Context: an optimization exercise on an open-source flow, tuned for small area. The choices shown serve that exercise and are no tape-out recipe.
Function was checked by simulation only, so behaviour that the tests miss may differ from the original.
No activity file was given, so power comes from the tool's default toggle rates.

## v11
==> flow/design.v <==
module LM35INO(
	input clk,
	input rst,
	input ack,
	input [9:0] db,
	output [7:0] sseg,
	output [5:0] en
);
reg [14:0] ca;
reg ta;
wire ca_end = (ca & 15'd11007) == 15'd10922;
wire ca_clr = rst | ca_end;
always @(posedge clk) begin
	ca <= ca_clr ? 15'd630 : {~ca[13:0], ca[14] ^ ca[0]};
	ta <= ~rst & (ta ^ ca_end);
end
wire input_tick = ca_end & ~ta;
reg [15:0] cb;
reg tb;
wire cb_end = (cb & 16'd22527) == 16'd746;
wire cb_clr = rst | cb_end;
always @(posedge clk) begin
	cb <= cb_clr ? 16'd48720 : {~cb[14:0], ~(cb[15] ^ cb[6])};
	tb <= ~rst & (tb ^ cb_end);
end
wire sseg_tick = cb_end & ~tb;
reg [9:0] data;
always @(posedge clk)
	if (rst) data <= 10'd0;
	else if (input_tick & ack) data <= db;
function [3:0] st5;
	input [2:0] c;
	input b;
	case ({c, b})
		4'b0000: st5 = 4'b0000;
		4'b0001: st5 = 4'b0001;
		4'b0010: st5 = 4'b0010;
		4'b0011: st5 = 4'b0011;
		4'b0100: st5 = 4'b0100;
		4'b0101: st5 = 4'b1000;
		4'b0110: st5 = 4'b1001;
		4'b0111: st5 = 4'b1010;
		4'b1000: st5 = 4'b1011;
		4'b1001: st5 = 4'b1100;
		default: st5 = 4'b0000;
	endcase
endfunction
function [2:0] c2;
	input [1:0] v;
	case (v)
		2'd0: c2 = 3'b000;
		2'd1: c2 = 3'b001;
		2'd2: c2 = 3'b010;
		2'd3: c2 = 3'b011;
	endcase
endfunction
function [3:0] hc;
	input [3:0] q;
	case (q)
		4'd0: hc = 4'b0000;
		4'd1: hc = 4'b0001;
		4'd2: hc = 4'b0010;
		4'd3: hc = 4'b0011;
		4'd4: hc = 4'b0100;
		4'd5: hc = 4'b0101;
		4'd6: hc = 4'b0110;
		4'd7: hc = 4'b0111;
		4'd8: hc = 4'b1000;
		4'd9: hc = 4'b1001;
		4'd10: hc = 4'b0000;
		default: hc = 4'b0000;
	endcase
endfunction
reg [2:0] r1, r2;
reg [6:0] q1;
reg [3:0] q2, t;
integer i;
always @* begin
	r1 = c2({data[9], data[8]});
	for (i = 7; i >= 1; i = i - 1) begin
		t = st5(r1, data[i]);
		q1[i-1] = t[3];
		r1 = t[2:0];
	end
	r2 = c2({q1[6], q1[5]});
	q2[3:2] = 2'b00;
	for (i = 4; i >= 1; i = i - 1) begin
		t = st5(r2, q1[i]);
		q2[i-1] = t[3];
		r2 = t[2:0];
	end
end
wire [3:0] ones = {r1, data[0]};
wire [3:0] tens = {r2, q1[0]};
wire [3:0] hund = hc(q2);
reg [1:0] pos;
reg [3:0] digit;
reg [1:0] pos_nx;
always @* case (pos)
	2'd0: pos_nx = 2'd1;
	2'd1: pos_nx = 2'd2;
	2'd2: pos_nx = 2'd3;
	default: pos_nx = 2'd1;
endcase
always @(posedge clk) begin
	if (rst) begin
		pos <= 2'd0;
		digit <= 4'b0000;
	end else if (sseg_tick) begin
		pos <= pos_nx;
		digit <= (pos_nx == 2'd1) ? ones : (pos_nx == 2'd2) ? tens : hund;
	end
end
wire [15:0] seg_t6 = 16'b0000000010000011;
wire [15:0] seg_t5 = 16'b0000000010001110;
wire [15:0] seg_t4 = 16'b0000001010111010;
wire [15:0] seg_t3 = 16'b0000000010010010;
wire [15:0] seg_t2 = 16'b0000000000000100;
wire [15:0] seg_t1 = 16'b0000000001100000;
wire [15:0] seg_t0 = 16'b0000000000010010;
wire [6:0] seg_d = {seg_t6[digit], seg_t5[digit], seg_t4[digit], seg_t3[digit], seg_t2[digit], seg_t1[digit], seg_t0[digit]};
assign en = {3'b111, pos != 2'd3, pos != 2'd2, pos != 2'd1};
assign sseg = {pos != 2'd2, seg_d};
endmodule
Settings: LEC_CHECK=0, ABC_AREA=1, CAP_MARGIN=20, CORE_MARGIN=2, CORE_UTILIZATION=40, SLEW_MARGIN=20; clock period 20.0 ns.
standard.sh (not shown) runs the stock make flow with config.mk's settings and CLKGATE_MAP_FILE= SYNTH_SCRIPT=/design/flow/synth_recipe.tcl, a recipe that flattens the netlist after the stock synthesis.
==> flow/flow/run.sh <==
#!/bin/bash
# The standard layout (standard.sh) with three changes:
#  - synthesis is synth_recipe.tcl unchanged except that ABC maps the logic with
#    flow/abc.script (area-oriented, no buffering or upsizing);
#  - the port buffers are the smallest buffer cell;
#  - CTS adds no dummy clock loads.
set -euo pipefail
W=$(pwd)
sed 's#log_cmd abc {\*}\$abc_args#log_cmd abc {*}[lreplace $abc_args 1 1 '"$W"'/flow/abc.script]#' \
    "$FLOW_HOME/scripts/synth.tcl" > my_synth_body.tcl
grep -q "flow/abc.script" my_synth_body.tcl
sed "s#source \$::env(SCRIPTS_DIR)/synth.tcl#source $W/my_synth_body.tcl#" synth_recipe.tcl > my_synth.tcl
grep -q "my_synth_body.tcl" my_synth.tcl
sed "s#SYNTH_SCRIPT=[^ ]*#SYNTH_SCRIPT=$W/my_synth.tcl#" standard.sh > my_standard.sh
grep -q "my_synth.tcl" my_standard.sh
export BUFFER_PORTS_ARGS="-buffer_cell sky130_fd_sc_hd__buf_1"
export CTS_ARGS="-sink_clustering_enable -repair_clock_nets -dont_use_dummy_load -buf_list {sky130_fd_sc_hd__clkbuf_4 sky130_fd_sc_hd__clkbuf_8}"
bash my_standard.sh > standard.log 2>&1
==> flow/flow/abc.script <==
strash
&get -n
&deepsyn -T 60
&put
dch
map -a
topo
stime -c
Here is what was changed in the inputs of v21 compared with v11.
diff --git a/flow/flow/run.sh b/flow/flow/run.sh
--- a/flow/flow/run.sh
+++ b/flow/flow/run.sh
@@ -17 +17 @@
-export CTS_ARGS="-sink_clustering_enable -repair_clock_nets -dont_use_dummy_load -buf_list {sky130_fd_sc_hd__clkbuf_4 sky130_fd_sc_hd__clkbuf_8}"
+export CTS_ARGS="-sink_clustering_enable -repair_clock_nets -dont_use_dummy_load"
[summary]
As far as power goes, v11 and v21 are indistinguishable; the numbers are identical. v21 completed; timing, DRC and antenna clean. Status: part of the power in the clock network parity (v21, v11). Compared with v11, in v21 number of maximum-capacitance constraint violations held steady; sequential cell fraction of total power neither gained nor lost much. From v21 to v11, share of the clock period used by the worst path after layout did not move at all. There was hardly any difference in stage delay of the slowest cell on the critical path between v11 and v21. As far as fmax goes, v11 and v21 are indistinguishable; the numbers are identical. DRC violations left came out exactly the same in v11 and v21.
The following lists how v37 was set up differently from v21:
diff --git a/flow/flow/run.sh b/flow/flow/run.sh
--- a/flow/flow/run.sh
+++ b/flow/flow/run.sh
@@ -17 +17 @@
-export CTS_ARGS="-sink_clustering_enable -repair_clock_nets -dont_use_dummy_load"
+export CTS_ARGS="-sink_clustering_enable -sink_clustering_size 50 -sink_clustering_max_diameter 400 -repair_clock_nets -dont_use_dummy_load -buf_list {sky130_fd_sc_hd__clkbuf_8 sky130_fd_sc_hd__clkbuf_16}"
--- outcome ---
Overall power consumption: v37 vs v21 identical
v37 against v21: summed instance area of the synthesized netlist roughly the same; number of standard cells after synthesis roughly the same.
v37 completed every stage of the flow, and the final layout passed the timing, DRC and antenna checks.

==> what the ideal ports hide <==
The flow's constraints put no driver on any port. The routed layouts listed below were extracted and timed again, unchanged, in two steps.
Step 1 assumes that a clkbuf_16 drives the clock port and a buf_2 every other input.
Step 2 moves the port delays by t, midway between the first and last clock arrival at a register: inputs arrive t later, outputs are due t later. That takes back most of the time a late clock gives input paths.
Slacks: no drivers / after step 1 / after step 2; pairs: no drivers / after step 1.
run | t, ns | slack for setup (ns) | worst setup path at the end | slew at the worst register clock pin (ns)
v11 | 0.320 | 14.490 / 14.463 / 14.623 | input to register | 0.09 / 0.09
v21 | 0.320 | 14.490 / 14.463 / 14.623 | input to register | 0.09 / 0.09
v37 | 0.320 | 14.490 / 14.463 / 14.623 | input to register | 0.09 / 0.09
After both steps every run listed still meets setup and hold.
